From an optimization exercise on the open Yosys and OpenROAD flow, aimed at small area and a short achievable clock period; shortcuts taken in it are not production practice. At most, simulation tests tie the RTL to the original design; equivalence was not proved. No driver is modelled on the clock port, so clock power and skew are understated where the tree is cut down; a real chip needs a root buffer or a tree. Power figures rest on the tool's default switching activity, not on a simulated workload.

==> job 9637: inputs <==
==> flow/design.v <==
`timescale 1ns / 1ps
module axi_csr_fifo_top #(
    parameter ADDR_WIDTH = 12,
    parameter DATA_WIDTH = 32,
    parameter FIFO_DEPTH = 16
)(
    input  wire                         ACLK,
    input  wire                         ARESETn,
    input  wire [ADDR_WIDTH - 1:0]      S_AXI_AWADDR,
    input  wire                         S_AXI_AWVALID,
    output wire                         S_AXI_AWREADY,
    input  wire [DATA_WIDTH - 1:0]      S_AXI_WDATA,
    input  wire [(DATA_WIDTH/8) - 1:0]  S_AXI_WSTRB,
    input  wire                         S_AXI_WVALID,
    output wire                         S_AXI_WREADY,
    output wire [1:0]                   S_AXI_BRESP,
    output wire                         S_AXI_BVALID,
    input  wire                         S_AXI_BREADY,
    input  wire [ADDR_WIDTH - 1:0]      S_AXI_ARADDR,
    input  wire                         S_AXI_ARVALID,
    output wire                         S_AXI_ARREADY,
    output wire [DATA_WIDTH - 1:0]      S_AXI_RDATA,
    output wire [1:0]                   S_AXI_RRESP,
    output wire                         S_AXI_RVALID,
    input  wire                         S_AXI_RREADY,
    input  wire                         wr_en,
    input  wire                         rd_en,
    input  wire [DATA_WIDTH - 1:0]      data_in,
    output reg  [DATA_WIDTH - 1:0]      data_out
);
    reg        wready;
    reg        aw_en;
    reg        bvalid;
    reg        bresp1;
    reg        aw_is0;       
    reg [31:0] control;
    wire accept  = !wready && S_AXI_AWVALID && S_AXI_WVALID && aw_en;
    wire wr_fire = wready && S_AXI_AWVALID && S_AXI_WVALID;
    wire bhs     = bvalid && S_AXI_BREADY;
    always @(posedge ACLK or negedge ARESETn) begin
        if (!ARESETn) begin
            wready <= 1'b0;
            aw_en  <= 1'b1;
            bvalid <= 1'b0;
        end else begin
            wready <= accept;
            if (accept)
                aw_en <= 1'b0;
            else if (bhs)
                aw_en <= 1'b1;
            if (wr_fire && !bvalid)
                bvalid <= 1'b1;
            else if (bhs)
                bvalid <= 1'b0;
        end
    end
    always @(posedge ACLK) begin
        if (accept)
            aw_is0 <= (S_AXI_AWADDR == 12'h000);
        if (wr_fire && !bvalid)
            bresp1 <= !aw_is0;
    end
    integer b;
    always @(posedge ACLK or negedge ARESETn) begin
        if (!ARESETn)
            control <= 32'h0;
        else if (wr_fire && aw_is0)
            for (b = 0; b < 4; b = b + 1)
                if (S_AXI_WSTRB[b])
                    control[b*8 +: 8] <= S_AXI_WDATA[b*8 +: 8];
    end
    assign S_AXI_AWREADY = wready;
    assign S_AXI_WREADY  = wready;
    assign S_AXI_BVALID  = bvalid;
    assign S_AXI_BRESP   = {bresp1, 1'b0};
    reg [31:0] mem [0:15];
    reg [3:0]  wp, rp;
    reg        full, empty;
    wire       cs    = control[0];
    wire [3:0] diff  = wp - rp;
    wire [4:0] level = {full, diff};
    wire       we    = cs && wr_en && !full;
    wire       re    = cs && rd_en && !empty;
    always @(posedge ACLK or negedge ARESETn) begin
        if (!ARESETn) begin
            wp    <= 4'd0;
            rp    <= 4'd0;
            full  <= 1'b0;
            empty <= 1'b1;
        end else begin
            if (we) wp <= wp + 4'd1;
            if (re) rp <= rp + 4'd1;
            if (we && !re) begin
                full  <= (diff == 4'd15);
                empty <= 1'b0;
            end else if (re && !we) begin
                full  <= 1'b0;
                empty <= (diff == 4'd1);
            end
        end
    end
    always @(posedge ACLK)
        if (we)
            mem[wp] <= data_in;
    reg [31:0] rd_next;
    integer k;
    always @(*) begin
        rd_next = {32{!re}} & data_out;
        for (k = 0; k < 16; k = k + 1)
            rd_next = rd_next | ({32{re && (rp == k)}} & mem[k]);
    end
    always @(posedge ACLK or negedge ARESETn) begin
        if (!ARESETn)
            data_out <= 32'h0;
        else
            data_out <= rd_next;
    end
    reg        arready;
    reg        rvalid;
    reg        rresp1;
    reg        ar_is0, ar_is4, ar_is8;    
    reg [31:0] rdata;
    wire ar_take = !arready && S_AXI_ARVALID && !rvalid;
    wire rd_fire = arready && S_AXI_ARVALID && !rvalid;
    wire ar_lo   = (S_AXI_ARADDR[11:4] == 8'h00) && (S_AXI_ARADDR[1:0] == 2'b00);
    always @(posedge ACLK)
        if (ar_take) begin
            ar_is0 <= ar_lo && (S_AXI_ARADDR[3:2] == 2'd0);
            ar_is4 <= ar_lo && (S_AXI_ARADDR[3:2] == 2'd1);
            ar_is8 <= ar_lo && (S_AXI_ARADDR[3:2] == 2'd2);
        end
    wire [31:0] status_v = {16'd0, 3'd0, level, 6'd0, full, empty};
    wire [31:0] level_v  = {27'd0, level};
    wire [31:0] rd_val   = ({32{ar_is0}} & control) |
                           ({32{ar_is4}} & status_v) |
                           ({32{ar_is8}} & level_v);
    always @(posedge ACLK or negedge ARESETn) begin
        if (!ARESETn) begin
            arready <= 1'b0;
            rvalid  <= 1'b0;
        end else begin
            arready <= ar_take;
            if (rd_fire)
                rvalid <= 1'b1;
            else if (rvalid && S_AXI_RREADY)
                rvalid <= 1'b0;
        end
    end
    always @(posedge ACLK)
        if (rd_fire) begin
            rdata  <= rd_val;
            rresp1 <= !(ar_is0 || ar_is4 || ar_is8);
        end
    assign S_AXI_ARREADY = arready;
    assign S_AXI_RVALID  = rvalid;
    assign S_AXI_RDATA   = rdata;
    assign S_AXI_RRESP   = {rresp1, 1'b0};
endmodule
==> flow/flow/run.sh <==
#!/bin/bash
# The standard layout, with two changes:
#  - ports are buffered with buf_2 instead of the default pick;
#  - the clock tree is a balanced two-level tree built by flow/pre_cts.tcl
#    (4 root buffers fed by the clock port, each driving leaf buffers that
#    drive equal-sized spatial clusters of flip-flops).
set -euo pipefail
here=$(pwd)
export PRE_CTS_TCL=$here/flow/pre_cts.tcl
export BUFFER_PORTS_ARGS="-buffer_cell sky130_fd_sc_hd__buf_2"
bash standard.sh > standard.log 2>&1
==> flow/flow/clock_tree.tcl <==
# Two-level clock tree built before the standard CTS step, which is then
# skipped: clock port -> NROOT root buffers -> NLEAF leaf buffers -> flops.
# Flops are split into NLEAF spatial clusters of (nearly) equal size, each
# driven by one leaf buffer at its centre; leaves are split the same way
# among the root buffers. Every flop sees the same two buffer stages.

proc ct_centres {pts k} {
  # k-means seeds spread along the sorted point list
  set n [llength $pts]
  set cs {}
  for {set i 0} {$i < $k} {incr i} { lappend cs [lindex $pts [expr {int(($i + 0.5) * $n / $k)}]] }
  return $cs
}

# Capacity-limited k-means: every cluster gets at most cap points.
proc ct_cluster {pts k iters} {
  set n [llength $pts]
  set cap [expr {int(ceil(double($n) / $k))}]
  set cs [ct_centres [lsort -real -index 0 $pts] $k]
  set asg {}
  for {set it 0} {$it < $iters} {incr it} {
    set pairs {}
    set j 0
    foreach p $pts {
      lassign $p x y
      set c 0
      foreach q $cs {
        lassign $q cx cy
        lappend pairs [list [expr {($x-$cx)*($x-$cx)+($y-$cy)*($y-$cy)}] $j $c]
        incr c
      }
      incr j
    }
    set pairs [lsort -real -index 0 $pairs]
    set asg [lrepeat $n -1]
    set cnt [lrepeat $k 0]
    set left $n
    foreach pr $pairs {
      lassign $pr d j c
      if {[lindex $asg $j] >= 0 || [lindex $cnt $c] >= $cap} continue
      lset asg $j $c
      lset cnt $c [expr {[lindex $cnt $c] + 1}]
      if {[incr left -1] == 0} break
    }
    set sx [lrepeat $k 0.0]; set sy [lrepeat $k 0.0]
    set j 0
    foreach p $pts {
      set a [lindex $asg $j]
      lset sx $a [expr {[lindex $sx $a] + [lindex $p 0]}]
      lset sy $a [expr {[lindex $sy $a] + [lindex $p 1]}]
      incr j
    }
    set ncs {}
    for {set c 0} {$c < $k} {incr c} {
      set m [lindex $cnt $c]
      if {$m > 0} {
        lappend ncs [list [expr {[lindex $sx $c] / $m}] [expr {[lindex $sy $c] / $m}]]
      } else {
        lappend ncs [lindex $cs $c]
      }
    }
    set cs $ncs
  }
  return [list $asg $cs]
}

proc ct_place {inst xy} {
  lassign $xy x y
  set m [$inst getMaster]
  $inst setLocation [expr {int($x - [$m getWidth] / 2)}] [expr {int($y - [$m getHeight] / 2)}]
  $inst setPlacementStatus PLACED
}

proc ct_build {clkport nleaf nroot leafbuf rootbuf} {
  set db [ord::get_db]
  set block [ord::get_db_block]
  set clknet [$block findNet $clkport]
  set sinks {}
  set pts {}
  foreach it [$clknet getITerms] {
    set bb [[$it getInst] getBBox]
    lappend sinks $it
    lappend pts [list [expr {([$bb xMin] + [$bb xMax]) / 2.0}] [expr {([$bb yMin] + [$bb yMax]) / 2.0}]]
  }
  puts "clock_tree: [llength $sinks] sinks, $nleaf leaves, $nroot roots"
  lassign [ct_cluster $pts $nleaf 12] asg cs
  set leaves {}
  for {set c 0} {$c < $nleaf} {incr c} {
    set inst [odb::dbInst_create $block [$db findMaster $leafbuf] "clkbuf_leaf_$c"]
    ct_place $inst [lindex $cs $c]
    set net [odb::dbNet_create $block "clknet_leaf_$c"]
    $net setSigType CLOCK
    [$inst findITerm X] connect $net
    lappend leaves $inst
  }
  set j 0
  foreach it $sinks {
    $it disconnect
    $it connect [$block findNet "clknet_leaf_[lindex $asg $j]"]
    incr j
  }
  lassign [ct_cluster $cs $nroot 12] rasg rcs
  for {set r 0} {$r < $nroot} {incr r} {
    set inst [odb::dbInst_create $block [$db findMaster $rootbuf] "clkbuf_root_$r"]
    ct_place $inst [lindex $rcs $r]
    set net [odb::dbNet_create $block "clknet_root_$r"]
    $net setSigType CLOCK
    [$inst findITerm X] connect $net
    [$inst findITerm A] connect $clknet
  }
  set j 0
  foreach l $leaves {
    [$l findITerm A] connect [$block findNet "clknet_root_[lindex $rasg $j]"]
    incr j
  }
  $clknet setSigType CLOCK
}
==> flow/flow/pre_cts.tcl <==
# Runs before the standard CTS step: build the clock tree here and turn the
# standard clock_tree_synthesis call into a no-op.
source [file join [file dirname [info script]] clock_tree.tcl]
ct_build ACLK 28 4 sky130_fd_sc_hd__clkbuf_16 sky130_fd_sc_hd__clkbuf_16
rename clock_tree_synthesis ct_standard_cts
proc clock_tree_synthesis {args} {
  puts "clock_tree_synthesis skipped: the tree was built by pre_cts.tcl"
  set_propagated_clock [all_clocks]
}
==> flow/standard.sh <==
#!/bin/bash
# synth_recipe.tcl (not shown) runs the flow's synth.tcl, then flattens the netlist and writes it again
# the make line also repeats each setting of config.mk as NAME=value (left out here)
make -C /OpenROAD-flow-scripts/flow DESIGN_CONFIG=/design/flow/config.mk WORK_HOME=/design/flow/orfs CLKGATE_MAP_FILE= SYNTH_SCRIPT=/design/flow/synth_recipe.tcl "${@:-finish}"
==> flow/config.mk <==
export PLATFORM = sky130hd
export DESIGN_NAME = axi_csr_fifo_top
export DESIGN_NICKNAME = axi_csr_fifo_top
export VERILOG_FILES = /design/flow/design.v
export SDC_FILE = /design/flow/constraint.sdc
export NUM_CORES = 4
export LEC_CHECK = 0
export CAP_MARGIN = 20
export CORE_MARGIN = 2
export CORE_UTILIZATION = 40
export SETUP_SLACK_MARGIN = 3.1
export SLEW_MARGIN = 20
==> flow/constraint.sdc <==
create_clock -name core_clock -period 5.0 [get_ports {ACLK}]
set_input_delay 1.0000 -clock core_clock [delete_from_list [all_inputs] [get_ports {ACLK}]]
set_output_delay 1.0000 -clock core_clock [all_outputs]
set_load 0.01 [all_outputs]
==> job 6091: changes against job 9637 <==
--- a/flow/design.v
+++ b/flow/design.v
@@ -34,7 +34,7 @@
     reg        bresp1;
-    reg        aw_is0;       
     reg [31:0] control;
-    wire accept  = !wready && S_AXI_AWVALID && S_AXI_WVALID && aw_en;
-    wire wr_fire = wready && S_AXI_AWVALID && S_AXI_WVALID;
-    wire bhs     = bvalid && S_AXI_BREADY;
+    wire accept   = !wready && S_AXI_AWVALID && S_AXI_WVALID && aw_en;
+    wire wr_fire  = wready && S_AXI_AWVALID && S_AXI_WVALID;
+    wire bhs      = bvalid && S_AXI_BREADY;
+    wire aw_is0   = (S_AXI_AWADDR == 12'h000);
     always @(posedge ACLK or negedge ARESETn) begin
@@ -56,8 +56,5 @@
     end
-    always @(posedge ACLK) begin
-        if (accept)
-            aw_is0 <= (S_AXI_AWADDR == 12'h000);
+    always @(posedge ACLK)
         if (wr_fire && !bvalid)
             bresp1 <= !aw_is0;
-    end
     integer b;
@@ -104,9 +101,2 @@
             mem[wp] <= data_in;
-    reg [31:0] rd_next;
-    integer k;
-    always @(*) begin
-        rd_next = {32{!re}} & data_out;
-        for (k = 0; k < 16; k = k + 1)
-            rd_next = rd_next | ({32{re && (rp == k)}} & mem[k]);
-    end
     always @(posedge ACLK or negedge ARESETn) begin
@@ -114,4 +104,4 @@
             data_out <= 32'h0;
-        else
-            data_out <= rd_next;
+        else if (re)
+            data_out <= mem[rp];
     end
@@ -120,13 +110,8 @@
     reg        rresp1;
-    reg        ar_is0, ar_is4, ar_is8;    
     reg [31:0] rdata;
-    wire ar_take = !arready && S_AXI_ARVALID && !rvalid;
     wire rd_fire = arready && S_AXI_ARVALID && !rvalid;
     wire ar_lo   = (S_AXI_ARADDR[11:4] == 8'h00) && (S_AXI_ARADDR[1:0] == 2'b00);
-    always @(posedge ACLK)
-        if (ar_take) begin
-            ar_is0 <= ar_lo && (S_AXI_ARADDR[3:2] == 2'd0);
-            ar_is4 <= ar_lo && (S_AXI_ARADDR[3:2] == 2'd1);
-            ar_is8 <= ar_lo && (S_AXI_ARADDR[3:2] == 2'd2);
-        end
+    wire ar_is0  = ar_lo && (S_AXI_ARADDR[3:2] == 2'd0);
+    wire ar_is4  = ar_lo && (S_AXI_ARADDR[3:2] == 2'd1);
+    wire ar_is8  = ar_lo && (S_AXI_ARADDR[3:2] == 2'd2);
     wire [31:0] status_v = {16'd0, 3'd0, level, 6'd0, full, empty};
@@ -141,3 +126,3 @@
         end else begin
-            arready <= ar_take;
+            arready <= !arready && S_AXI_ARVALID && !rvalid;
             if (rd_fire)
==> flow/run.sh (new file) <==
#!/bin/bash
# synth_recipe.tcl (not shown) runs the flow's synth.tcl, then flattens the netlist and writes it again
# the make line also repeats each setting of config.mk as NAME=value (left out here)
make -C /OpenROAD-flow-scripts/flow DESIGN_CONFIG=/design/flow/config.mk WORK_HOME=/design/flow/orfs CLKGATE_MAP_FILE= SYNTH_SCRIPT=/design/flow/synth_recipe.tcl finish
- SETUP_SLACK_MARGIN: 3.1 -> 3.0
removed: flow/flow/run.sh
removed: flow/flow/clock_tree.tcl
removed: flow/flow/pre_cts.tcl
removed: flow/standard.sh
==> summary of the runs <==
Of job 9637 and job 6091, job 6091 has the higher final area (gap about 0.46%, measured against job 6091). Synthesized cell count: job 6091 is smaller than job 9637 (12%). Against job 9637, the clock power of job 6091 is higher by 80%. Between job 9637 and job 6091, the lower flip-flop and latch count is in job 6091 (gap 4). Of job 9637 and job 6091, job 6091 has the higher register-to-register slack (gap 0.24 ns). Of job 6091 and job 9637, job 9637 has the higher cell count (gap about 7%, measured against job 9637). Critical path depth: job 9637 is higher than job 6091 (8). Between job 9637 and job 6091, the lower routed wire length is in job 6091 (gap 26%, measured against job 6091). Of job 9637 and job 6091, job 6091 has the higher die area (gap 2.0%, measured against job 6091).
Only the layout flow was run in job 9637; the RTL was not checked for function there. In job 9637 the design's own scripts or RTL, not TritonCTS, make the clock network.

## separate check: timing with driven ports
Ports are ideal in the flow. The routed layouts listed here were re-timed in OpenROAD. Step 1 sets driving cells, clkbuf_16 on the clock port and buf_2 on the other inputs (assumed; they add their load-dependent delay and slew). Step 2 adds t to the input delays and takes it off the output delays; t is the mean of the earliest and latest rising clock arrival at the registers after step 1. Input paths then give back, and output paths get back, about the clock's delay inside the block. Three values: ideal, step 1, step 2; two values: the first two.
| run | t, ns | slack for setup (ns) | latest minus earliest clock arrival (ns) | slew at the worst register clock pin (ns) | cell pins on the clock port's net |
|---|---|---|---|---|---|
| job 9637 | 0.505 | 2.824 / 2.823 / 2.435 | 0.033 / 0.032 | 0.10 / 0.10 | 4 |
| job 6091 | 0.645 | 2.839 / 2.778 / 2.250 | 0.028 / 0.028 | 0.06 / 0.06 | 1 |
After both steps every run listed still meets setup and hold. The setup slack of job 6091, which loses most, moves by -0.061 ns with the drivers and by -0.589 ns with both steps.
